Source: an optimization exercise on an open RTL-to-GDS flow (aim: small area). Production flows keep margins and buffers that such runs may drop. Function was checked by simulation only, so behaviour that the tests miss may differ from the original. No activity file was given, so power comes from the tool's default toggle rates.

**flow/design.v**
```verilog
module rx_fullsuma_error_top(
	input [31:0] rx_data,   
	input rx_clk,
	input reset,
	input trans_en,
	output reg tx_serial,
	output reg led_3c,
	input aligned,
	input [3:0] rx_k
);
wire rx_clk_1;
wire rx_rst;
reg [7:0] total_error;
reg [10:0] tx_counter;
reg tx_serial1;
reg [7:0] tx_data;
wire tx_strobe;
reg [2:0] tx_bitn;
reg tx_ready;
reg [7:0] tx_latch;
reg tx_done;
wire [31:0] rx_data1;
reg [4:0] error;
reg enable0;
wire reset1 = 1'd0;
wire k0;
reg [31:0] o;
wire enable1;
reg [6:0] state;
wire [31:0] i_data_payload;
reg i_data_strobe;
wire [19:0] o_crc;
wire reset2 = 1'd0;
wire [31:0] crc_dat;
reg [19:0] crc_cur;
reg [19:0] crc_next;
reg [31:0] data_r;
reg [31:0] error_xor;
reg k0_r;
reg [31:0] rx_data_r;
reg sop;
reg eop;
reg [15:0] wait_1;
reg error_send_done;
reg aux;
reg [1:0] clockdomainsrenamer0_state;
reg [1:0] clockdomainsrenamer0_next_state;
reg [7:0] tx_latch_clockdomainsrenamer0_t_next_value0;
reg tx_latch_clockdomainsrenamer0_t_next_value_ce0;
reg [10:0] tx_counter_clockdomainsrenamer0_t_next_value1;
reg tx_counter_clockdomainsrenamer0_t_next_value_ce1;
reg tx_serial1_clockdomainsrenamer0_f_next_value;
reg tx_serial1_clockdomainsrenamer0_f_next_value_ce;
reg [2:0] tx_bitn_clockdomainsrenamer0_t_next_value2;
reg tx_bitn_clockdomainsrenamer0_t_next_value_ce2;
reg tx_done_clockdomainsrenamer0_t_next_value3;
reg tx_done_clockdomainsrenamer0_t_next_value_ce3;
reg [1:0] clockdomainsrenamer1_state;
reg [1:0] clockdomainsrenamer1_next_state;
reg i_data_strobe_clockdomainsrenamer1_next_value;
reg i_data_strobe_clockdomainsrenamer1_next_value_ce;
reg [2:0] clockdomainsrenamer2_state;
reg [2:0] clockdomainsrenamer2_next_state;
reg enable0_clockdomainsrenamer2_t_next_value0;
reg enable0_clockdomainsrenamer2_t_next_value_ce0;
reg sop_clockdomainsrenamer2_t_next_value1;
reg sop_clockdomainsrenamer2_t_next_value_ce1;
reg [7:0] total_error_clockdomainsrenamer2_next_value0;
reg total_error_clockdomainsrenamer2_next_value_ce0;
reg aux_clockdomainsrenamer2_next_value1;
reg aux_clockdomainsrenamer2_next_value_ce1;
reg [15:0] wait_clockdomainsrenamer2_next_value2;
reg wait_clockdomainsrenamer2_next_value_ce2;
reg eop_clockdomainsrenamer2_f_next_value;
reg eop_clockdomainsrenamer2_f_next_value_ce;
reg [1:0] clockdomainsrenamer3_state;
reg [1:0] clockdomainsrenamer3_next_state;
reg error_send_done_clockdomainsrenamer3_next_value0;
reg error_send_done_clockdomainsrenamer3_next_value_ce0;
reg [7:0] tx_data_clockdomainsrenamer3_next_value1;
reg tx_data_clockdomainsrenamer3_next_value_ce1;
reg tx_ready_clockdomainsrenamer3_next_value2;
reg tx_ready_clockdomainsrenamer3_next_value_ce2;
assign rx_rst = reset;
assign rx_clk_1 = rx_clk;
assign rx_data1 = rx_data;
assign k0 = rx_k[0];
always @(*) begin
	tx_serial <= 1'd0;
	tx_serial <= tx_serial1;
	tx_serial <= tx_serial1;
end
assign tx_strobe = (tx_counter == 1'd0);
always @(*) begin
	clockdomainsrenamer0_next_state <= 2'd0;
	tx_latch_clockdomainsrenamer0_t_next_value0 <= 8'd0;
	tx_latch_clockdomainsrenamer0_t_next_value_ce0 <= 1'd0;
	tx_counter_clockdomainsrenamer0_t_next_value1 <= 11'd0;
	tx_counter_clockdomainsrenamer0_t_next_value_ce1 <= 1'd0;
	tx_serial1_clockdomainsrenamer0_f_next_value <= 1'd0;
	tx_serial1_clockdomainsrenamer0_f_next_value_ce <= 1'd0;
	tx_bitn_clockdomainsrenamer0_t_next_value2 <= 3'd0;
	tx_bitn_clockdomainsrenamer0_t_next_value_ce2 <= 1'd0;
	tx_done_clockdomainsrenamer0_t_next_value3 <= 1'd0;
	tx_done_clockdomainsrenamer0_t_next_value_ce3 <= 1'd0;
	clockdomainsrenamer0_next_state <= clockdomainsrenamer0_state;
	case (clockdomainsrenamer0_state)
		1'd1: begin
			if (tx_strobe) begin
				tx_serial1_clockdomainsrenamer0_f_next_value <= 1'd0;
				tx_serial1_clockdomainsrenamer0_f_next_value_ce <= 1'd1;
				clockdomainsrenamer0_next_state <= 2'd2;
			end
		end
		2'd2: begin
			if (tx_strobe) begin
				tx_serial1_clockdomainsrenamer0_f_next_value <= tx_latch[0];
				tx_serial1_clockdomainsrenamer0_f_next_value_ce <= 1'd1;
				tx_latch_clockdomainsrenamer0_t_next_value0 <= {1'd0, tx_latch[7:1]};
				tx_latch_clockdomainsrenamer0_t_next_value_ce0 <= 1'd1;
				tx_bitn_clockdomainsrenamer0_t_next_value2 <= (tx_bitn + 1'd1);
				tx_bitn_clockdomainsrenamer0_t_next_value_ce2 <= 1'd1;
				if ((tx_bitn == 3'd7)) begin
					clockdomainsrenamer0_next_state <= 2'd3;
					tx_bitn_clockdomainsrenamer0_t_next_value2 <= 1'd0;
					tx_bitn_clockdomainsrenamer0_t_next_value_ce2 <= 1'd1;
					tx_done_clockdomainsrenamer0_t_next_value3 <= 1'd1;
					tx_done_clockdomainsrenamer0_t_next_value_ce3 <= 1'd1;
				end
			end
		end
		2'd3: begin
			if (tx_strobe) begin
				tx_serial1_clockdomainsrenamer0_f_next_value <= 1'd1;
				tx_serial1_clockdomainsrenamer0_f_next_value_ce <= 1'd1;
				tx_done_clockdomainsrenamer0_t_next_value3 <= 1'd0;
				tx_done_clockdomainsrenamer0_t_next_value_ce3 <= 1'd1;
				clockdomainsrenamer0_next_state <= 1'd0;
			end
		end
		default: begin
			if (tx_ready) begin
				tx_latch_clockdomainsrenamer0_t_next_value0 <= tx_data;
				tx_latch_clockdomainsrenamer0_t_next_value_ce0 <= 1'd1;
				tx_counter_clockdomainsrenamer0_t_next_value1 <= 11'd1040;
				tx_counter_clockdomainsrenamer0_t_next_value_ce1 <= 1'd1;
				clockdomainsrenamer0_next_state <= 1'd1;
			end else begin
				tx_serial1_clockdomainsrenamer0_f_next_value <= 1'd1;
				tx_serial1_clockdomainsrenamer0_f_next_value_ce <= 1'd1;
			end
		end
	endcase
end
assign enable1 = enable0;
assign i_data_payload = data_r;
assign crc_dat = i_data_payload;
assign o_crc = crc_cur;
always @(*) begin
	crc_next <= 20'd151419;
	crc_next[0] <= ((((((((((((((((((((((((((((crc_dat[0] ^ crc_dat[1]) ^ crc_dat[3]) ^ crc_dat[4]) ^ crc_dat[6]) ^ crc_dat[7]) ^ crc_dat[8]) ^ crc_dat[12]) ^ crc_dat[13]) ^ crc_dat[15]) ^ crc_dat[21]) ^ crc_dat[22]) ^ crc_dat[23]) ^ crc_dat[24]) ^ crc_dat[26]) ^ crc_dat[28]) ^ crc_dat[30]) ^ crc_dat[31]) ^ crc_cur[0]) ^ crc_cur[1]) ^ crc_cur[3]) ^ crc_cur[9]) ^ crc_cur[10]) ^ crc_cur[11]) ^ crc_cur[12]) ^ crc_cur[14]) ^ crc_cur[16]) ^ crc_cur[18]) ^ crc_cur[19]);
	crc_next[1] <= (((((((((((((((((((((((((((crc_dat[0] ^ crc_dat[2]) ^ crc_dat[3]) ^ crc_dat[5]) ^ crc_dat[6]) ^ crc_dat[9]) ^ crc_dat[12]) ^ crc_dat[14]) ^ crc_dat[15]) ^ crc_dat[16]) ^ crc_dat[21]) ^ crc_dat[25]) ^ crc_dat[26]) ^ crc_dat[27]) ^ crc_dat[28]) ^ crc_dat[29]) ^ crc_dat[30]) ^ crc_cur[0]) ^ crc_cur[2]) ^ crc_cur[3]) ^ crc_cur[4]) ^ crc_cur[9]) ^ crc_cur[13]) ^ crc_cur[14]) ^ crc_cur[15]) ^ crc_cur[16]) ^ crc_cur[17]) ^ crc_cur[18]);
	crc_next[2] <= ((((((((((((((((((crc_dat[0] ^ crc_dat[8]) ^ crc_dat[10]) ^ crc_dat[12]) ^ crc_dat[16]) ^ crc_dat[17]) ^ crc_dat[21]) ^ crc_dat[23]) ^ crc_dat[24]) ^ crc_dat[27]) ^ crc_dat[29]) ^ crc_cur[0]) ^ crc_cur[4]) ^ crc_cur[5]) ^ crc_cur[9]) ^ crc_cur[11]) ^ crc_cur[12]) ^ crc_cur[15]) ^ crc_cur[17]);
	crc_next[3] <= (((((((((((((((((((((((((crc_dat[0] ^ crc_dat[3]) ^ crc_dat[4]) ^ crc_dat[6]) ^ crc_dat[7]) ^ crc_dat[8]) ^ crc_dat[9]) ^ crc_dat[11]) ^ crc_dat[12]) ^ crc_dat[15]) ^ crc_dat[17]) ^ crc_dat[18]) ^ crc_dat[21]) ^ crc_dat[23]) ^ crc_dat[25]) ^ crc_dat[26]) ^ crc_dat[31]) ^ crc_cur[0]) ^ crc_cur[3]) ^ crc_cur[5]) ^ crc_cur[6]) ^ crc_cur[9]) ^ crc_cur[11]) ^ crc_cur[13]) ^ crc_cur[14]) ^ crc_cur[19]);
	crc_next[4] <= ((((((((((((((((((((((((crc_dat[1] ^ crc_dat[4]) ^ crc_dat[5]) ^ crc_dat[7]) ^ crc_dat[8]) ^ crc_dat[9]) ^ crc_dat[10]) ^ crc_dat[12]) ^ crc_dat[13]) ^ crc_dat[16]) ^ crc_dat[18]) ^ crc_dat[19]) ^ crc_dat[22]) ^ crc_dat[24]) ^ crc_dat[26]) ^ crc_dat[27]) ^ crc_cur[0]) ^ crc_cur[1]) ^ crc_cur[4]) ^ crc_cur[6]) ^ crc_cur[7]) ^ crc_cur[10]) ^ crc_cur[12]) ^ crc_cur[14]) ^ crc_cur[15]);
	crc_next[5] <= ((((((((((((((((((((((((crc_dat[2] ^ crc_dat[5]) ^ crc_dat[6]) ^ crc_dat[8]) ^ crc_dat[9]) ^ crc_dat[10]) ^ crc_dat[11]) ^ crc_dat[13]) ^ crc_dat[14]) ^ crc_dat[17]) ^ crc_dat[19]) ^ crc_dat[20]) ^ crc_dat[23]) ^ crc_dat[25]) ^ crc_dat[27]) ^ crc_dat[28]) ^ crc_cur[1]) ^ crc_cur[2]) ^ crc_cur[5]) ^ crc_cur[7]) ^ crc_cur[8]) ^ crc_cur[11]) ^ crc_cur[13]) ^ crc_cur[15]) ^ crc_cur[16]);
	crc_next[6] <= ((((((((((((((((((((((((crc_dat[0] ^ crc_dat[1]) ^ crc_dat[4]) ^ crc_dat[8]) ^ crc_dat[9]) ^ crc_dat[10]) ^ crc_dat[11]) ^ crc_dat[13]) ^ crc_dat[14]) ^ crc_dat[18]) ^ crc_dat[20]) ^ crc_dat[22]) ^ crc_dat[23]) ^ crc_dat[29]) ^ crc_dat[30]) ^ crc_dat[31]) ^ crc_cur[1]) ^ crc_cur[2]) ^ crc_cur[6]) ^ crc_cur[8]) ^ crc_cur[10]) ^ crc_cur[11]) ^ crc_cur[17]) ^ crc_cur[18]) ^ crc_cur[19]);
	crc_next[7] <= ((((((((((((((((((((((crc_dat[0] ^ crc_dat[2]) ^ crc_dat[3]) ^ crc_dat[4]) ^ crc_dat[5]) ^ crc_dat[6]) ^ crc_dat[7]) ^ crc_dat[8]) ^ crc_dat[9]) ^ crc_dat[10]) ^ crc_dat[11]) ^ crc_dat[13]) ^ crc_dat[14]) ^ crc_dat[19]) ^ crc_dat[22]) ^ crc_dat[26]) ^ crc_dat[28]) ^ crc_cur[1]) ^ crc_cur[2]) ^ crc_cur[7]) ^ crc_cur[10]) ^ crc_cur[14]) ^ crc_cur[16]);
	crc_next[8] <= (((((((((((((((((((((((crc_dat[1] ^ crc_dat[3]) ^ crc_dat[4]) ^ crc_dat[5]) ^ crc_dat[6]) ^ crc_dat[7]) ^ crc_dat[8]) ^ crc_dat[9]) ^ crc_dat[10]) ^ crc_dat[11]) ^ crc_dat[12]) ^ crc_dat[14]) ^ crc_dat[15]) ^ crc_dat[20]) ^ crc_dat[23]) ^ crc_dat[27]) ^ crc_dat[29]) ^ crc_cur[0]) ^ crc_cur[2]) ^ crc_cur[3]) ^ crc_cur[8]) ^ crc_cur[11]) ^ crc_cur[15]) ^ crc_cur[17]);
	crc_next[9] <= (((((((((((((((((crc_dat[0] ^ crc_dat[1]) ^ crc_dat[2]) ^ crc_dat[3]) ^ crc_dat[5]) ^ crc_dat[9]) ^ crc_dat[10]) ^ crc_dat[11]) ^ crc_dat[16]) ^ crc_dat[22]) ^ crc_dat[23]) ^ crc_dat[26]) ^ crc_dat[31]) ^ crc_cur[4]) ^ crc_cur[10]) ^ crc_cur[11]) ^ crc_cur[14]) ^ crc_cur[19]);
	crc_next[10] <= ((((((((((((((((crc_dat[1] ^ crc_dat[2]) ^ crc_dat[3]) ^ crc_dat[4]) ^ crc_dat[6]) ^ crc_dat[10]) ^ crc_dat[11]) ^ crc_dat[12]) ^ crc_dat[17]) ^ crc_dat[23]) ^ crc_dat[24]) ^ crc_dat[27]) ^ crc_cur[0]) ^ crc_cur[5]) ^ crc_cur[11]) ^ crc_cur[12]) ^ crc_cur[15]);
	crc_next[11] <= ((((((((((((((((((((((((crc_dat[0] ^ crc_dat[1]) ^ crc_dat[2]) ^ crc_dat[5]) ^ crc_dat[6]) ^ crc_dat[8]) ^ crc_dat[11]) ^ crc_dat[15]) ^ crc_dat[18]) ^ crc_dat[21]) ^ crc_dat[22]) ^ crc_dat[23]) ^ crc_dat[25]) ^ crc_dat[26]) ^ crc_dat[30]) ^ crc_dat[31]) ^ crc_cur[3]) ^ crc_cur[6]) ^ crc_cur[9]) ^ crc_cur[10]) ^ crc_cur[11]) ^ crc_cur[13]) ^ crc_cur[14]) ^ crc_cur[18]) ^ crc_cur[19]);
	crc_next[12] <= ((((((((((((((((((((crc_dat[0] ^ crc_dat[2]) ^ crc_dat[4]) ^ crc_dat[8]) ^ crc_dat[9]) ^ crc_dat[13]) ^ crc_dat[15]) ^ crc_dat[16]) ^ crc_dat[19]) ^ crc_dat[21]) ^ crc_dat[27]) ^ crc_dat[28]) ^ crc_dat[30]) ^ crc_cur[1]) ^ crc_cur[3]) ^ crc_cur[4]) ^ crc_cur[7]) ^ crc_cur[9]) ^ crc_cur[15]) ^ crc_cur[16]) ^ crc_cur[18]);
	crc_next[13] <= ((((((((((((((((((((crc_dat[1] ^ crc_dat[3]) ^ crc_dat[5]) ^ crc_dat[9]) ^ crc_dat[10]) ^ crc_dat[14]) ^ crc_dat[16]) ^ crc_dat[17]) ^ crc_dat[20]) ^ crc_dat[22]) ^ crc_dat[28]) ^ crc_dat[29]) ^ crc_dat[31]) ^ crc_cur[2]) ^ crc_cur[4]) ^ crc_cur[5]) ^ crc_cur[8]) ^ crc_cur[10]) ^ crc_cur[16]) ^ crc_cur[17]) ^ crc_cur[19]);
	crc_next[14] <= ((((((((((((((((((crc_dat[2] ^ crc_dat[4]) ^ crc_dat[6]) ^ crc_dat[10]) ^ crc_dat[11]) ^ crc_dat[15]) ^ crc_dat[17]) ^ crc_dat[18]) ^ crc_dat[21]) ^ crc_dat[23]) ^ crc_dat[29]) ^ crc_dat[30]) ^ crc_cur[3]) ^ crc_cur[5]) ^ crc_cur[6]) ^ crc_cur[9]) ^ crc_cur[11]) ^ crc_cur[17]) ^ crc_cur[18]);
	crc_next[15] <= (((((((((((((((((((crc_dat[3] ^ crc_dat[5]) ^ crc_dat[7]) ^ crc_dat[11]) ^ crc_dat[12]) ^ crc_dat[16]) ^ crc_dat[18]) ^ crc_dat[19]) ^ crc_dat[22]) ^ crc_dat[24]) ^ crc_dat[30]) ^ crc_dat[31]) ^ crc_cur[0]) ^ crc_cur[4]) ^ crc_cur[6]) ^ crc_cur[7]) ^ crc_cur[10]) ^ crc_cur[12]) ^ crc_cur[18]) ^ crc_cur[19]);
	crc_next[16] <= ((((((((((((((((((crc_dat[4] ^ crc_dat[6]) ^ crc_dat[8]) ^ crc_dat[12]) ^ crc_dat[13]) ^ crc_dat[17]) ^ crc_dat[19]) ^ crc_dat[20]) ^ crc_dat[23]) ^ crc_dat[25]) ^ crc_dat[31]) ^ crc_cur[0]) ^ crc_cur[1]) ^ crc_cur[5]) ^ crc_cur[7]) ^ crc_cur[8]) ^ crc_cur[11]) ^ crc_cur[13]) ^ crc_cur[19]);
	crc_next[17] <= ((((((((((((((((crc_dat[5] ^ crc_dat[7]) ^ crc_dat[9]) ^ crc_dat[13]) ^ crc_dat[14]) ^ crc_dat[18]) ^ crc_dat[20]) ^ crc_dat[21]) ^ crc_dat[24]) ^ crc_dat[26]) ^ crc_cur[1]) ^ crc_cur[2]) ^ crc_cur[6]) ^ crc_cur[8]) ^ crc_cur[9]) ^ crc_cur[12]) ^ crc_cur[14]);
	crc_next[18] <= (((((((((((((((((((((((((((((crc_dat[0] ^ crc_dat[1]) ^ crc_dat[3]) ^ crc_dat[4]) ^ crc_dat[7]) ^ crc_dat[10]) ^ crc_dat[12]) ^ crc_dat[13]) ^ crc_dat[14]) ^ crc_dat[19]) ^ crc_dat[23]) ^ crc_dat[24]) ^ crc_dat[25]) ^ crc_dat[26]) ^ crc_dat[27]) ^ crc_dat[28]) ^ crc_dat[30]) ^ crc_dat[31]) ^ crc_cur[0]) ^ crc_cur[1]) ^ crc_cur[2]) ^ crc_cur[7]) ^ crc_cur[11]) ^ crc_cur[12]) ^ crc_cur[13]) ^ crc_cur[14]) ^ crc_cur[15]) ^ crc_cur[16]) ^ crc_cur[18]) ^ crc_cur[19]);
	crc_next[19] <= ((((((((((((((((((((((((((crc_dat[0] ^ crc_dat[2]) ^ crc_dat[3]) ^ crc_dat[5]) ^ crc_dat[6]) ^ crc_dat[7]) ^ crc_dat[11]) ^ crc_dat[12]) ^ crc_dat[14]) ^ crc_dat[20]) ^ crc_dat[21]) ^ crc_dat[22]) ^ crc_dat[23]) ^ crc_dat[25]) ^ crc_dat[27]) ^ crc_dat[29]) ^ crc_dat[30]) ^ crc_cur[0]) ^ crc_cur[2]) ^ crc_cur[8]) ^ crc_cur[9]) ^ crc_cur[10]) ^ crc_cur[11]) ^ crc_cur[13]) ^ crc_cur[15]) ^ crc_cur[17]) ^ crc_cur[18]);
end
always @(*) begin
	error_xor <= 32'd0;
	clockdomainsrenamer1_next_state <= 2'd0;
	i_data_strobe_clockdomainsrenamer1_next_value <= 1'd0;
	i_data_strobe_clockdomainsrenamer1_next_value_ce <= 1'd0;
	clockdomainsrenamer1_next_state <= clockdomainsrenamer1_state;
	case (clockdomainsrenamer1_state)
		1'd1: begin
			if (enable0) begin
				clockdomainsrenamer1_next_state <= 2'd2;
				i_data_strobe_clockdomainsrenamer1_next_value <= 1'd1;
				i_data_strobe_clockdomainsrenamer1_next_value_ce <= 1'd1;
			end
		end
		2'd2: begin
			if ((data_r[7:0] != 8'd220)) begin
				error_xor <= (data_r ^ o);
				clockdomainsrenamer1_next_state <= 2'd2;
			end else begin
				if (((data_r[7:0] == 8'd220) & k0_r)) begin
					error_xor <= (o_crc ^ data_r[27:8]);
					i_data_strobe_clockdomainsrenamer1_next_value <= 1'd0;
					i_data_strobe_clockdomainsrenamer1_next_value_ce <= 1'd1;
					clockdomainsrenamer1_next_state <= 1'd1;
				end
			end
		end
		default: begin
			if ((~reset1)) begin
				clockdomainsrenamer1_next_state <= 1'd1;
			end
		end
	endcase
end
always @(*) begin
	clockdomainsrenamer2_next_state <= 3'd0;
	enable0_clockdomainsrenamer2_t_next_value0 <= 1'd0;
	enable0_clockdomainsrenamer2_t_next_value_ce0 <= 1'd0;
	sop_clockdomainsrenamer2_t_next_value1 <= 1'd0;
	sop_clockdomainsrenamer2_t_next_value_ce1 <= 1'd0;
	total_error_clockdomainsrenamer2_next_value0 <= 8'd0;
	total_error_clockdomainsrenamer2_next_value_ce0 <= 1'd0;
	aux_clockdomainsrenamer2_next_value1 <= 1'd0;
	aux_clockdomainsrenamer2_next_value_ce1 <= 1'd0;
	wait_clockdomainsrenamer2_next_value2 <= 16'd0;
	wait_clockdomainsrenamer2_next_value_ce2 <= 1'd0;
	eop_clockdomainsrenamer2_f_next_value <= 1'd0;
	eop_clockdomainsrenamer2_f_next_value_ce <= 1'd0;
	clockdomainsrenamer2_next_state <= clockdomainsrenamer2_state;
	case (clockdomainsrenamer2_state)
		1'd1: begin
			if (((rx_data[7:0] == 6'd60) & rx_k[0])) begin
				enable0_clockdomainsrenamer2_t_next_value0 <= 1'd1;
				enable0_clockdomainsrenamer2_t_next_value_ce0 <= 1'd1;
				sop_clockdomainsrenamer2_t_next_value1 <= 1'd1;
				sop_clockdomainsrenamer2_t_next_value_ce1 <= 1'd1;
				clockdomainsrenamer2_next_state <= 2'd3;
			end
		end
		2'd2: begin
			clockdomainsrenamer2_next_state <= 2'd3;
		end
		2'd3: begin
			sop_clockdomainsrenamer2_t_next_value1 <= 1'd0;
			sop_clockdomainsrenamer2_t_next_value_ce1 <= 1'd1;
			total_error_clockdomainsrenamer2_next_value0 <= (total_error + error);
			total_error_clockdomainsrenamer2_next_value_ce0 <= 1'd1;
			if (((rx_data[7:0] == 8'd220) & rx_k[0])) begin
				enable0_clockdomainsrenamer2_t_next_value0 <= 1'd0;
				enable0_clockdomainsrenamer2_t_next_value_ce0 <= 1'd1;
				clockdomainsrenamer2_next_state <= 3'd4;
			end else begin
				clockdomainsrenamer2_next_state <= 2'd3;
				enable0_clockdomainsrenamer2_t_next_value0 <= 1'd1;
				enable0_clockdomainsrenamer2_t_next_value_ce0 <= 1'd1;
			end
		end
		3'd4: begin
			total_error_clockdomainsrenamer2_next_value0 <= (total_error + error);
			total_error_clockdomainsrenamer2_next_value_ce0 <= 1'd1;
			aux_clockdomainsrenamer2_next_value1 <= 1'd1;
			aux_clockdomainsrenamer2_next_value_ce1 <= 1'd1;
			if (aux) begin
				clockdomainsrenamer2_next_state <= 3'd5;
			end
		end
		3'd5: begin
			wait_clockdomainsrenamer2_next_value2 <= (wait_1 + 1'd1);
			wait_clockdomainsrenamer2_next_value_ce2 <= 1'd1;
			if ((wait_1 <= 16'd5200)) begin
				if (((rx_data[7:0] == 6'd60) & rx_k[0])) begin
					sop_clockdomainsrenamer2_t_next_value1 <= 1'd1;
					sop_clockdomainsrenamer2_t_next_value_ce1 <= 1'd1;
					clockdomainsrenamer2_next_state <= 2'd3;
					wait_clockdomainsrenamer2_next_value2 <= 'd0;
			        wait_clockdomainsrenamer2_next_value_ce2 <= 1'd1;
				end
			end else begin
				clockdomainsrenamer2_next_state <= 3'd6;
				eop_clockdomainsrenamer2_f_next_value <= 1'd1;
				eop_clockdomainsrenamer2_f_next_value_ce <= 1'd1;
				wait_clockdomainsrenamer2_next_value2 <= 'd0;
				wait_clockdomainsrenamer2_next_value_ce2 <= 1'd1;
			end
		end
		3'd6: begin
			if (error_send_done) begin
				eop_clockdomainsrenamer2_f_next_value <= 1'd0;
				eop_clockdomainsrenamer2_f_next_value_ce <= 1'd1;
				clockdomainsrenamer2_next_state <= 1'd1;
				total_error_clockdomainsrenamer2_next_value0 <= 1'd0;
				total_error_clockdomainsrenamer2_next_value_ce0 <= 1'd1;
			end
		end
		default: begin
			if ((~reset)) begin
				clockdomainsrenamer2_next_state <= 1'd1;
			end
		end
	endcase
end
always @(*) begin
	clockdomainsrenamer3_next_state <= 2'd0;
	error_send_done_clockdomainsrenamer3_next_value0 <= 1'd0;
	error_send_done_clockdomainsrenamer3_next_value_ce0 <= 1'd0;
	tx_data_clockdomainsrenamer3_next_value1 <= 8'd0;
	tx_data_clockdomainsrenamer3_next_value_ce1 <= 1'd0;
	tx_ready_clockdomainsrenamer3_next_value2 <= 1'd0;
	tx_ready_clockdomainsrenamer3_next_value_ce2 <= 1'd0;
	clockdomainsrenamer3_next_state <= clockdomainsrenamer3_state;
	case (clockdomainsrenamer3_state)
		1'd1: begin
			tx_ready_clockdomainsrenamer3_next_value2 <= 1'd0;
			tx_ready_clockdomainsrenamer3_next_value_ce2 <= 1'd1;
			if (tx_done) begin
				clockdomainsrenamer3_next_state <= 2'd2;
				tx_data_clockdomainsrenamer3_next_value1 <= total_error;
				tx_data_clockdomainsrenamer3_next_value_ce1 <= 1'd1;
			end
		end
		2'd2: begin
			tx_data_clockdomainsrenamer3_next_value1 <= total_error;
			tx_data_clockdomainsrenamer3_next_value_ce1 <= 1'd1;
			if (eop) begin
				if ((~tx_done)) begin
					tx_ready_clockdomainsrenamer3_next_value2 <= 1'd1;
					tx_ready_clockdomainsrenamer3_next_value_ce2 <= 1'd1;
					clockdomainsrenamer3_next_state <= 2'd3;
				end
			end else begin
				tx_ready_clockdomainsrenamer3_next_value2 <= 1'd0;
				tx_ready_clockdomainsrenamer3_next_value_ce2 <= 1'd1;
			end
		end
		2'd3: begin
			if (tx_done) begin
				clockdomainsrenamer3_next_state <= 1'd0;
				error_send_done_clockdomainsrenamer3_next_value0 <= 1'd1;
				error_send_done_clockdomainsrenamer3_next_value_ce0 <= 1'd1;
				tx_ready_clockdomainsrenamer3_next_value2 <= 1'd0;
				tx_ready_clockdomainsrenamer3_next_value_ce2 <= 1'd1;
			end
		end
		default: begin
			error_send_done_clockdomainsrenamer3_next_value0 <= 1'd0;
			error_send_done_clockdomainsrenamer3_next_value_ce0 <= 1'd1;
			if (sop) begin
				tx_data_clockdomainsrenamer3_next_value1 <= 6'd60;
				tx_data_clockdomainsrenamer3_next_value_ce1 <= 1'd1;
				tx_ready_clockdomainsrenamer3_next_value2 <= 1'd1;
				tx_ready_clockdomainsrenamer3_next_value_ce2 <= 1'd1;
				clockdomainsrenamer3_next_state <= 1'd1;
			end
		end
	endcase
end
always @(posedge rx_clk_1) begin
	rx_data_r <= rx_data;
	if ((tx_counter == 1'd0)) begin
		tx_counter <= 11'd1040;
	end else begin
		tx_counter <= (tx_counter - 1'd1);
	end
	clockdomainsrenamer0_state <= clockdomainsrenamer0_next_state;
	if (tx_latch_clockdomainsrenamer0_t_next_value_ce0) begin
		tx_latch <= tx_latch_clockdomainsrenamer0_t_next_value0;
	end
	if (tx_counter_clockdomainsrenamer0_t_next_value_ce1) begin
		tx_counter <= tx_counter_clockdomainsrenamer0_t_next_value1;
	end
	if (tx_serial1_clockdomainsrenamer0_f_next_value_ce) begin
		tx_serial1 <= tx_serial1_clockdomainsrenamer0_f_next_value;
	end
	if (tx_bitn_clockdomainsrenamer0_t_next_value_ce2) begin
		tx_bitn <= tx_bitn_clockdomainsrenamer0_t_next_value2;
	end
	if (tx_done_clockdomainsrenamer0_t_next_value_ce3) begin
		tx_done <= tx_done_clockdomainsrenamer0_t_next_value3;
	end
	k0_r <= k0;
	error <= (((((((((((((((((((((((((((((((error_xor[0] + error_xor[1]) + error_xor[2]) + error_xor[3]) + error_xor[4]) + error_xor[5]) + error_xor[6]) + error_xor[7]) + error_xor[8]) + error_xor[9]) + error_xor[10]) + error_xor[11]) + error_xor[12]) + error_xor[13]) + error_xor[14]) + error_xor[15]) + error_xor[16]) + error_xor[17]) + error_xor[18]) + error_xor[19]) + error_xor[20]) + error_xor[21]) + error_xor[22]) + error_xor[23]) + error_xor[24]) + error_xor[25]) + error_xor[26]) + error_xor[27]) + error_xor[28]) + error_xor[29]) + error_xor[30]) + error_xor[31]);
	data_r <= rx_data1;
	if (enable1) begin
		state <= {(((((state[4] ^ state[5]) ^ (state[5] ^ state[6])) ^ ((state[5] ^ state[6]) ^ state[0])) ^ (((state[5] ^ state[6]) ^ state[0]) ^ (state[0] ^ state[1]))) ^ ((((state[5] ^ state[6]) ^ state[0]) ^ (state[0] ^ state[1])) ^ ((state[0] ^ state[1]) ^ (state[1] ^ state[2])))), (((((state[3] ^ state[4]) ^ (state[4] ^ state[5])) ^ ((state[4] ^ state[5]) ^ (state[5] ^ state[6]))) ^ (((state[4] ^ state[5]) ^ (state[5] ^ state[6])) ^ ((state[5] ^ state[6]) ^ state[0]))) ^ ((((state[4] ^ state[5]) ^ (state[5] ^ state[6])) ^ ((state[5] ^ state[6]) ^ state[0])) ^ (((state[5] ^ state[6]) ^ state[0]) ^ (state[0] ^ state[1])))), (((((state[2] ^ state[3]) ^ (state[3] ^ state[4])) ^ ((state[3] ^ state[4]) ^ (state[4] ^ state[5]))) ^ (((state[3] ^ state[4]) ^ (state[4] ^ state[5])) ^ ((state[4] ^ state[5]) ^ (state[5] ^ state[6])))) ^ ((((state[3] ^ state[4]) ^ (state[4] ^ state[5])) ^ ((state[4] ^ state[5]) ^ (state[5] ^ state[6]))) ^ (((state[4] ^ state[5]) ^ (state[5] ^ state[6])) ^ ((state[5] ^ state[6]) ^ state[0])))), (((((state[1] ^ state[2]) ^ (state[2] ^ state[3])) ^ ((state[2] ^ state[3]) ^ (state[3] ^ state[4]))) ^ (((state[2] ^ state[3]) ^ (state[3] ^ state[4])) ^ ((state[3] ^ state[4]) ^ (state[4] ^ state[5])))) ^ ((((state[2] ^ state[3]) ^ (state[3] ^ state[4])) ^ ((state[3] ^ state[4]) ^ (state[4] ^ state[5]))) ^ (((state[3] ^ state[4]) ^ (state[4] ^ state[5])) ^ ((state[4] ^ state[5]) ^ (state[5] ^ state[6]))))), (((((state[0] ^ state[1]) ^ (state[1] ^ state[2])) ^ ((state[1] ^ state[2]) ^ (state[2] ^ state[3]))) ^ (((state[1] ^ state[2]) ^ (state[2] ^ state[3])) ^ ((state[2] ^ state[3]) ^ (state[3] ^ state[4])))) ^ ((((state[1] ^ state[2]) ^ (state[2] ^ state[3])) ^ ((state[2] ^ state[3]) ^ (state[3] ^ state[4]))) ^ (((state[2] ^ state[3]) ^ (state[3] ^ state[4])) ^ ((state[3] ^ state[4]) ^ (state[4] ^ state[5]))))), ((((((state[5] ^ state[6]) ^ state[0]) ^ (state[0] ^ state[1])) ^ ((state[0] ^ state[1]) ^ (state[1] ^ state[2]))) ^ (((state[0] ^ state[1]) ^ (state[1] ^ state[2])) ^ ((state[1] ^ state[2]) ^ (state[2] ^ state[3])))) ^ ((((state[0] ^ state[1]) ^ (state[1] ^ state[2])) ^ ((state[1] ^ state[2]) ^ (state[2] ^ state[3]))) ^ (((state[1] ^ state[2]) ^ (state[2] ^ state[3])) ^ ((state[2] ^ state[3]) ^ (state[3] ^ state[4]))))), ((((((state[4] ^ state[5]) ^ (state[5] ^ state[6])) ^ ((state[5] ^ state[6]) ^ state[0])) ^ (((state[5] ^ state[6]) ^ state[0]) ^ (state[0] ^ state[1]))) ^ ((((state[5] ^ state[6]) ^ state[0]) ^ (state[0] ^ state[1])) ^ ((state[0] ^ state[1]) ^ (state[1] ^ state[2])))) ^ (((((state[5] ^ state[6]) ^ state[0]) ^ (state[0] ^ state[1])) ^ ((state[0] ^ state[1]) ^ (state[1] ^ state[2]))) ^ (((state[0] ^ state[1]) ^ (state[1] ^ state[2])) ^ ((state[1] ^ state[2]) ^ (state[2] ^ state[3])))))};
		o <= {(state[5] ^ state[6]), (state[4] ^ state[5]), (state[3] ^ state[4]), (state[2] ^ state[3]), (state[1] ^ state[2]), (state[0] ^ state[1]), ((state[5] ^ state[6]) ^ state[0]), ((state[4] ^ state[5]) ^ (state[5] ^ state[6])), ((state[3] ^ state[4]) ^ (state[4] ^ state[5])), ((state[2] ^ state[3]) ^ (state[3] ^ state[4])), ((state[1] ^ state[2]) ^ (state[2] ^ state[3])), ((state[0] ^ state[1]) ^ (state[1] ^ state[2])), (((state[5] ^ state[6]) ^ state[0]) ^ (state[0] ^ state[1])), (((state[4] ^ state[5]) ^ (state[5] ^ state[6])) ^ ((state[5] ^ state[6]) ^ state[0])), (((state[3] ^ state[4]) ^ (state[4] ^ state[5])) ^ ((state[4] ^ state[5]) ^ (state[5] ^ state[6]))), (((state[2] ^ state[3]) ^ (state[3] ^ state[4])) ^ ((state[3] ^ state[4]) ^ (state[4] ^ state[5]))), (((state[1] ^ state[2]) ^ (state[2] ^ state[3])) ^ ((state[2] ^ state[3]) ^ (state[3] ^ state[4]))), (((state[0] ^ state[1]) ^ (state[1] ^ state[2])) ^ ((state[1] ^ state[2]) ^ (state[2] ^ state[3]))), ((((state[5] ^ state[6]) ^ state[0]) ^ (state[0] ^ state[1])) ^ ((state[0] ^ state[1]) ^ (state[1] ^ state[2]))), ((((state[4] ^ state[5]) ^ (state[5] ^ state[6])) ^ ((state[5] ^ state[6]) ^ state[0])) ^ (((state[5] ^ state[6]) ^ state[0]) ^ (state[0] ^ state[1]))), ((((state[3] ^ state[4]) ^ (state[4] ^ state[5])) ^ ((state[4] ^ state[5]) ^ (state[5] ^ state[6]))) ^ (((state[4] ^ state[5]) ^ (state[5] ^ state[6])) ^ ((state[5] ^ state[6]) ^ state[0]))), ((((state[2] ^ state[3]) ^ (state[3] ^ state[4])) ^ ((state[3] ^ state[4]) ^ (state[4] ^ state[5]))) ^ (((state[3] ^ state[4]) ^ (state[4] ^ state[5])) ^ ((state[4] ^ state[5]) ^ (state[5] ^ state[6])))), ((((state[1] ^ state[2]) ^ (state[2] ^ state[3])) ^ ((state[2] ^ state[3]) ^ (state[3] ^ state[4]))) ^ (((state[2] ^ state[3]) ^ (state[3] ^ state[4])) ^ ((state[3] ^ state[4]) ^ (state[4] ^ state[5])))), ((((state[0] ^ state[1]) ^ (state[1] ^ state[2])) ^ ((state[1] ^ state[2]) ^ (state[2] ^ state[3]))) ^ (((state[1] ^ state[2]) ^ (state[2] ^ state[3])) ^ ((state[2] ^ state[3]) ^ (state[3] ^ state[4])))), (((((state[5] ^ state[6]) ^ state[0]) ^ (state[0] ^ state[1])) ^ ((state[0] ^ state[1]) ^ (state[1] ^ state[2]))) ^ (((state[0] ^ state[1]) ^ (state[1] ^ state[2])) ^ ((state[1] ^ state[2]) ^ (state[2] ^ state[3])))), (((((state[4] ^ state[5]) ^ (state[5] ^ state[6])) ^ ((state[5] ^ state[6]) ^ state[0])) ^ (((state[5] ^ state[6]) ^ state[0]) ^ (state[0] ^ state[1]))) ^ ((((state[5] ^ state[6]) ^ state[0]) ^ (state[0] ^ state[1])) ^ ((state[0] ^ state[1]) ^ (state[1] ^ state[2])))), (((((state[3] ^ state[4]) ^ (state[4] ^ state[5])) ^ ((state[4] ^ state[5]) ^ (state[5] ^ state[6]))) ^ (((state[4] ^ state[5]) ^ (state[5] ^ state[6])) ^ ((state[5] ^ state[6]) ^ state[0]))) ^ ((((state[4] ^ state[5]) ^ (state[5] ^ state[6])) ^ ((state[5] ^ state[6]) ^ state[0])) ^ (((state[5] ^ state[6]) ^ state[0]) ^ (state[0] ^ state[1])))), (((((state[2] ^ state[3]) ^ (state[3] ^ state[4])) ^ ((state[3] ^ state[4]) ^ (state[4] ^ state[5]))) ^ (((state[3] ^ state[4]) ^ (state[4] ^ state[5])) ^ ((state[4] ^ state[5]) ^ (state[5] ^ state[6])))) ^ ((((state[3] ^ state[4]) ^ (state[4] ^ state[5])) ^ ((state[4] ^ state[5]) ^ (state[5] ^ state[6]))) ^ (((state[4] ^ state[5]) ^ (state[5] ^ state[6])) ^ ((state[5] ^ state[6]) ^ state[0])))), (((((state[1] ^ state[2]) ^ (state[2] ^ state[3])) ^ ((state[2] ^ state[3]) ^ (state[3] ^ state[4]))) ^ (((state[2] ^ state[3]) ^ (state[3] ^ state[4])) ^ ((state[3] ^ state[4]) ^ (state[4] ^ state[5])))) ^ ((((state[2] ^ state[3]) ^ (state[3] ^ state[4])) ^ ((state[3] ^ state[4]) ^ (state[4] ^ state[5]))) ^ (((state[3] ^ state[4]) ^ (state[4] ^ state[5])) ^ ((state[4] ^ state[5]) ^ (state[5] ^ state[6]))))), (((((state[0] ^ state[1]) ^ (state[1] ^ state[2])) ^ ((state[1] ^ state[2]) ^ (state[2] ^ state[3]))) ^ (((state[1] ^ state[2]) ^ (state[2] ^ state[3])) ^ ((state[2] ^ state[3]) ^ (state[3] ^ state[4])))) ^ ((((state[1] ^ state[2]) ^ (state[2] ^ state[3])) ^ ((state[2] ^ state[3]) ^ (state[3] ^ state[4]))) ^ (((state[2] ^ state[3]) ^ (state[3] ^ state[4])) ^ ((state[3] ^ state[4]) ^ (state[4] ^ state[5]))))), ((((((state[5] ^ state[6]) ^ state[0]) ^ (state[0] ^ state[1])) ^ ((state[0] ^ state[1]) ^ (state[1] ^ state[2]))) ^ (((state[0] ^ state[1]) ^ (state[1] ^ state[2])) ^ ((state[1] ^ state[2]) ^ (state[2] ^ state[3])))) ^ ((((state[0] ^ state[1]) ^ (state[1] ^ state[2])) ^ ((state[1] ^ state[2]) ^ (state[2] ^ state[3]))) ^ (((state[1] ^ state[2]) ^ (state[2] ^ state[3])) ^ ((state[2] ^ state[3]) ^ (state[3] ^ state[4]))))), ((((((state[4] ^ state[5]) ^ (state[5] ^ state[6])) ^ ((state[5] ^ state[6]) ^ state[0])) ^ (((state[5] ^ state[6]) ^ state[0]) ^ (state[0] ^ state[1]))) ^ ((((state[5] ^ state[6]) ^ state[0]) ^ (state[0] ^ state[1])) ^ ((state[0] ^ state[1]) ^ (state[1] ^ state[2])))) ^ (((((state[5] ^ state[6]) ^ state[0]) ^ (state[0] ^ state[1])) ^ ((state[0] ^ state[1]) ^ (state[1] ^ state[2]))) ^ (((state[0] ^ state[1]) ^ (state[1] ^ state[2])) ^ ((state[1] ^ state[2]) ^ (state[2] ^ state[3])))))};
	end
	if (i_data_strobe) begin
		crc_cur <= crc_next;
	end
	if (reset2) begin
		crc_cur <= 20'd1048575;
	end
	clockdomainsrenamer1_state <= clockdomainsrenamer1_next_state;
	if (i_data_strobe_clockdomainsrenamer1_next_value_ce) begin
		i_data_strobe <= i_data_strobe_clockdomainsrenamer1_next_value;
	end
	clockdomainsrenamer2_state <= clockdomainsrenamer2_next_state;
	if (enable0_clockdomainsrenamer2_t_next_value_ce0) begin
		enable0 <= enable0_clockdomainsrenamer2_t_next_value0;
	end
	if (sop_clockdomainsrenamer2_t_next_value_ce1) begin
		sop <= sop_clockdomainsrenamer2_t_next_value1;
	end
	if (total_error_clockdomainsrenamer2_next_value_ce0) begin
		total_error <= total_error_clockdomainsrenamer2_next_value0;
	end
	if (aux_clockdomainsrenamer2_next_value_ce1) begin
		aux <= aux_clockdomainsrenamer2_next_value1;
	end
	if (wait_clockdomainsrenamer2_next_value_ce2) begin
		wait_1 <= wait_clockdomainsrenamer2_next_value2;
	end
	if (eop_clockdomainsrenamer2_f_next_value_ce) begin
		eop <= eop_clockdomainsrenamer2_f_next_value;
	end
	clockdomainsrenamer3_state <= clockdomainsrenamer3_next_state;
	if (error_send_done_clockdomainsrenamer3_next_value_ce0) begin
		error_send_done <= error_send_done_clockdomainsrenamer3_next_value0;
	end
	if (tx_data_clockdomainsrenamer3_next_value_ce1) begin
		tx_data <= tx_data_clockdomainsrenamer3_next_value1;
	end
	if (tx_ready_clockdomainsrenamer3_next_value_ce2) begin
		tx_ready <= tx_ready_clockdomainsrenamer3_next_value2;
	end
	if ((((clockdomainsrenamer2_state == 3'd1) & (rx_data[7:0] == 6'd60)) & rx_k[0])) begin
		led_3c <= 1'd1;
	end
	if (rx_rst) begin
		led_3c <= 1'd0;
		total_error <= 8'd0;
		tx_counter <= 11'd0;
		tx_serial1 <= 1'd1;
		tx_data <= 8'd0;
		tx_bitn <= 3'd0;
		tx_ready <= 1'd0;
		tx_latch <= 8'd0;
		tx_done <= 1'd0;
		error <= 5'd0;
		enable0 <= 1'd0;
		o <= 32'd0;
		state <= 7'd1;
		i_data_strobe <= 1'd0;
		crc_cur <= 20'd1048575;
		data_r <= 32'd0;
		k0_r <= 1'd0;
		rx_data_r <= 32'd0;
		sop <= 1'd0;
		eop <= 1'd0;
		wait_1 <= 16'd0;
		error_send_done <= 1'd0;
		aux <= 1'd0;
		clockdomainsrenamer0_state <= 2'd0;
		clockdomainsrenamer1_state <= 2'd0;
		clockdomainsrenamer2_state <= 3'd0;
		clockdomainsrenamer3_state <= 2'd0;
	end
end
endmodule
```
**flow/config.mk**
```make
export PLATFORM = sky130hd
export DESIGN_NAME = rx_fullsuma_error_top
export DESIGN_NICKNAME = rx_fullsuma_error_top
export VERILOG_FILES = /design/flow/design.v
export SDC_FILE = /design/flow/constraint.sdc
export NUM_CORES = 4
export LEC_CHECK = 0
export CAP_MARGIN = 20
export CORE_MARGIN = 2
export CORE_UTILIZATION = 40
export PLACE_DENSITY = 0.6
export SLEW_MARGIN = 20
```
**flow/run.sh**
```bash
#!/bin/bash
# synth_recipe.tcl (not shown) runs the flow's synth.tcl, then flattens the netlist and writes it again
# the make line also repeats each setting of config.mk as NAME=value (left out here)
make -C /OpenROAD-flow-scripts/flow DESIGN_CONFIG=/design/flow/config.mk WORK_HOME=/design/flow/orfs CLKGATE_MAP_FILE= SYNTH_SCRIPT=/design/flow/synth_recipe.tcl finish
```
**flow/constraint.sdc**
```tcl
create_clock -name core_clock -period 7.0 [get_ports {rx_clk}]
set_input_delay 1.4000 -clock core_clock [delete_from_list [all_inputs] [get_ports {rx_clk}]]
set_output_delay 1.4000 -clock core_clock [all_outputs]
set_load 0.01 [all_outputs]
```
==> notes.md <==
## Outcome
• finished clean — outcome

## Setup path
• flip-flop — sort of element at the end of the critical path
• 21 — number of cells on the worst reg-to-reg path
• 10 — Critical Path Fanout Max
• error[4]$_SDFF_PP0_ — worst flop-to-flop path endpoint
• 7.27 ns — critical path data required time
• 6.80 ns — worst path arrival time
• adder cells — critical path's top delay family
• 4 — buffering stage count on the worst path with inverters included
• 21 — logic depth of the worst path, buffers included
• reg2reg — critical path start-end classification
• fa_1 — cell type with the highest occurrence count on the critical path
• inv_1, ha_1, nand3_1, nor2_1, and3_1, a22oi_1, fa_1, fa_1, inv_1, fa_1, inv_1, fa_1, fa_1, inv_1, fa_1, ha_1, fa_1, a21o_1, a21oi_1, xor2_1, nor2_1 — list of cells traversed by the critical path
• flip-flop — element type at the critical path start
• fa_1 — Worst path slowest cell
• data_r[1]$_SDFF_PP0_ — Crit Reg-Reg Startpoint
• 0.57 ns — highest cell delay on the worst timing path
• 0.47 ns — minimum setup slack among reg-to-reg paths

## Finish
• 2465 — filler instances
• 3280 sq um — sequential standard cell area
• 6430 sq um — combined area of the multi-input logic cells
• 0 — number of diodes added for antenna fixing
• 0.0738 — fraction of layout cells with a size suffix above 1
• 1178 — final net count
• 11.6% — Layout Area Growth over Synthesis
• 0.452 — core occupancy in the finished layout

## GRT
• met2 — GRT Max-Usage Layer
• 0.188 — total track usage
• 0.322 — fraction of met2 tracks used by global routing
• 98 — pin count of the biggest net entering global routing
• 38.6 mm — first-pass GRT wire length
• 0 — overall overflow remaining after global route
• 7113 — number of global-route vias before repair
• 0.0330 — met3 track demand over resource in global routing
• 0 — initial antenna violation count
• 0.236 — met1 Use GR

## Die
• 42 — number of top-level pins
• 164 um — Die Wd
• 0.405 — initial standard-cell utilization of the core
• 26700 sq um — Die Area
• 164 um — die height
• 58 — count of standard-cell rows
• 25100 sq um — placeable core region

## Place
• 36 — I/O Buffers
• 17.5 mm — estimated wirelength of the detail-placed design
• 0.860 — final estimated routing congestion in global placement

## Clock network
• clkbuf_16 — clock root buffer master
• 0 — post-cts gate resize count
• done — TritonCTS clock tree
• 17 — number of buffers created by CTS
• 0.07 ns — clock-pin slew reported for the worst setup and hold paths after clock tree synthesis
• 164 — clock sinks
• 0.45 ns — Clk Latency, worst-skew pair
• 4 — H-Tree Depth
• 0 — number of hold-repair buffers added at the cts stage
• 0 — count of buffers added by post-CTS timing repair for setup
• 2 — maximum root-to-sink buffer count

## Yosys
• 0.121 — compound-cell area share of the yosys netlist
• 0.323 — sequential area share after synthesis
• 1 — yosys warns
• 0.141 — area share of and/or/nand/nor cells after synthesis
• 0.00984 — multiplexer fraction of the synthesized cell area
• 164 — flip-flop and latch count after synthesis
• 9.39 sq um — mean post-synth cell area
• 57 — number of different library cells in the post-synthesis netlist
• 0 — number of enable flip-flop cells after synthesis
• dfxtp_1 — top_reg_cell synth
• XOR/XNOR gates — combinational family with the most area after synthesis
• 1084 — cells after synthesis
• 0.277 — share of the synthesized netlist area taken by xor and xnor gates
• 0 — fraction of synthesis flops using an asynchronous set or reset pin
• 10200 sq um — area of the mapped netlist
• 0.0836 — area share of fa/ha/maj cells after synthesis
• 1177 — number of nets produced by synthesis

## Timing
• 6.53 ns — shortest clock period the worst path allows after layout
• 0 — max-slew violation count
• 0.294 — worst rel slew slack
• 0 — total of endpoints with negative setup slack in the final report
• 0.0188 ns — Layout Skew
• 0.933 — post-route clock period utilization
• 0 — number of hold violations in the final report
• 153 MHz — highest achievable clock rate
• no — RSZ-0062 raised after global routing
• 1.06 ns — worst-margin pin slew
• 0 ns — Post-Route Setup TNS

## Worst hold path
• tx_latch[5]$_SDFFE_PP0P_ — Hold Crit Endpoint
• 2 — Cells on Worst Hold Path
• tx_latch[5]$_SDFFE_PP0P_ — start point of the worst min-delay path
• reg2reg — Worst Hold Class

## Drt
• 0 — post-route ant nets
• 408 — DRT iter0 DRCs
• 5.04 — Vias/cell
• 16.9 um — average wire per cell in the routed design
• 24.1 mm — WL final
• 5 — first drt pass iteration count
• 0 — detailed-route DRC error count
• 7196 — Via Count

## Run
• 0 — max-cap check violation count

## Power and ir drop
• 4.20 nW — leakage power summed over all cells
• 248 nW/um^2 — power per cell area
• 0.197 mV — Peak VDD IR

## sequential cells by signal, indices dropped and copies added (netlist names), 2 cells and up
name                        count
clockdomainsrenamer2_state      3
clockdomainsrenamer1_state      2
data_r                         32
error                           5
clockdomainsrenamer3_state      2
tx_latch                        8
tx_counter                     11
total_error                     8
tx_data                         8
tx_bitn                         3
clockdomainsrenamer0_state      2
state                           6
crc_cur                        20
o                              27
wait_1                         16
## area by class of cell
cell class              instances  area share
clock buffers                  20      0.0411
clock inverters                12      0.0118
inverters                      47      0.0155
multi-input cells             807       0.567
flip-flops and latches        164       0.289
well taps                     330      0.0364
repair buffers                 48      0.0394
## worst max-delay path by stage
stage                     slack, ns                   to                  from
after floorplan                0.95  error[4]$_SDFF_PP0_  data_r[0]$_SDFF_PP0_
after global placement         0.62  error[4]$_SDFF_PP0_  data_r[1]$_SDFF_PP0_
after detailed placement       0.56  error[4]$_SDFF_PP0_  data_r[1]$_SDFF_PP0_
after CTS                      0.51  error[4]$_SDFF_PP0_  data_r[1]$_SDFF_PP0_
after global routing           0.09  error[4]$_SDFF_PP0_  data_r[1]$_SDFF_PP0_
final                          0.47  error[4]$_SDFF_PP0_  data_r[1]$_SDFF_PP0_
## power by group
part | internal [mW] | switching, mW | total (mW)
clock network | 0.532 | 0.432 | 0.964
registers | 0.993 | 0.0743 | 1.07
logic | 0.377 | 0.405 | 0.781
## worst reg2reg max path, stage by stage, from the launching register on
cell     delay [ns]
dfxtp_1        0.45
inv_1          0.11
ha_1           0.14
nand3_1        0.09
nor2_1         0.42
and3_1         0.46
a22oi_1        0.20
fa_1           0.54
fa_1           0.56
inv_1          0.06
fa_1           0.49
inv_1          0.05
fa_1           0.48
fa_1           0.57
inv_1          0.06
fa_1           0.48
ha_1           0.23
fa_1           0.41
a21o_1         0.17
a21oi_1        0.17
xor2_1         0.16
nor2_1         0.06
## cell families after synthesis
kind of cell | Yosys count
mux | 10
xor+xnor | 275
flops | 164
buf+inv | 113
fa+ha+maj | 53
compound gates | 188
simple gates | 281
## per-stage QoR
step	setup slack [ns]	total power, mW	instances	hold slack [ns]	cell area (sq um)
after detailed placement	0.564	1.87	1396	0.446	10800
after CTS	0.506	2.85	1428	0.463	11400
after global placement	0.622	1.87	1396	0.446	10800
final	0.471	2.81	1428	0.459	11400
after global routing	0.0925	2.96	1428	0.472	11400
after floorplan	0.950	1.70	1084	0.427	10200
## Yosys cell counts, types with 6 or more instances
library cell  count  area (sq um)
xor2_1           67           587
buf_1             6          22.5
a22oi_1          19           143
xnor2_1         167          1460
mux2i_1          10           100
ha_1             28           350
a211oi_1         34           255
nand2_1          52           195
nand3b_1         12          90.1
xnor3_1          12           270
o21ai_0          16          80.1
a211o_1          15           131
dfxtp_1         164          3280
fa_1             25           500
nor3_1           23           115
nor2_1           83           312
xnor2_2          22           358
buf_2            18          90.1
o22ai_1          10          62.6
nor2b_1          56           350
a31oi_1           7          43.8
inv_1            47           176
clkbuf_1         40           150
nand3_1          19          95.1
a21oi_1          59           295
a21o_1            6          45.0
and3_1           12          75.1
## per-layer routing
| layer | part of all wire | vias to the layer above | routed length (um) |
|---|---|---|---|
| li1 | - | 3622 | - |
| met1 | 0.45 | 3450 | 10900 |
| met3 | 0.025 | 34 | 610 |
| met2 | 0.50 | 90 | 12000 |
| met5 | 0 | - | 0 |
| met4 | 0.025 | 0 | 609 |
## cell usage in the layout (no fill, tap or decap), types with 4 or more instances in the layout
cell type        instances
clkinv_4                 5
clkbuf_16               17
xor2_1                  67
inv_1                   47
xor2_2                   4
o22ai_1                 10
nand3_1                 19
xnor3_1                 12
and3_1                  12
mux2i_1                 10
a21oi_1                 59
nor3_1                  23
xnor2_2                 22
a22oi_1                 19
nand3b_1                12
a211o_1                 15
clkdlybuf4s50_1         35
nor2_1                  83
buf_4                   13
a21o_1                   6
nor2b_1                 56
or3_1                    4
o211ai_1                 4
a311oi_1                 4
o21ai_0                 16
nand2_1                 52
dfxtp_1                163
xnor2_1                167
ha_1                    28
a211oi_1                34
a31oi_1                  7
fa_1                    25

afterwards: timing with drivers on the ports:
Ports are ideal in the flow. The routed layout listed here was re-timed in OpenROAD.
Step 1 assumes that a clkbuf_16 drives the clock port and a buf_2 every other input.
Step 2 also shifts input and output timing later by t, the mid clock arrival at the registers, as if the neighbouring blocks saw the same clock.
Three values: ideal ports, drivers, drivers and shift; two values: the first two.
t (ns): 0.482
setup slack, ns: 0.471 / 0.471 / 0.471
hold slack, ns: 0.459 / 0.459 / 0.459
worst setup path at the end: register to register
After both steps setup and hold are still met in this run. The setup slack of this run moves by 0.000 ns with the drivers and by 0.000 ns with both steps.
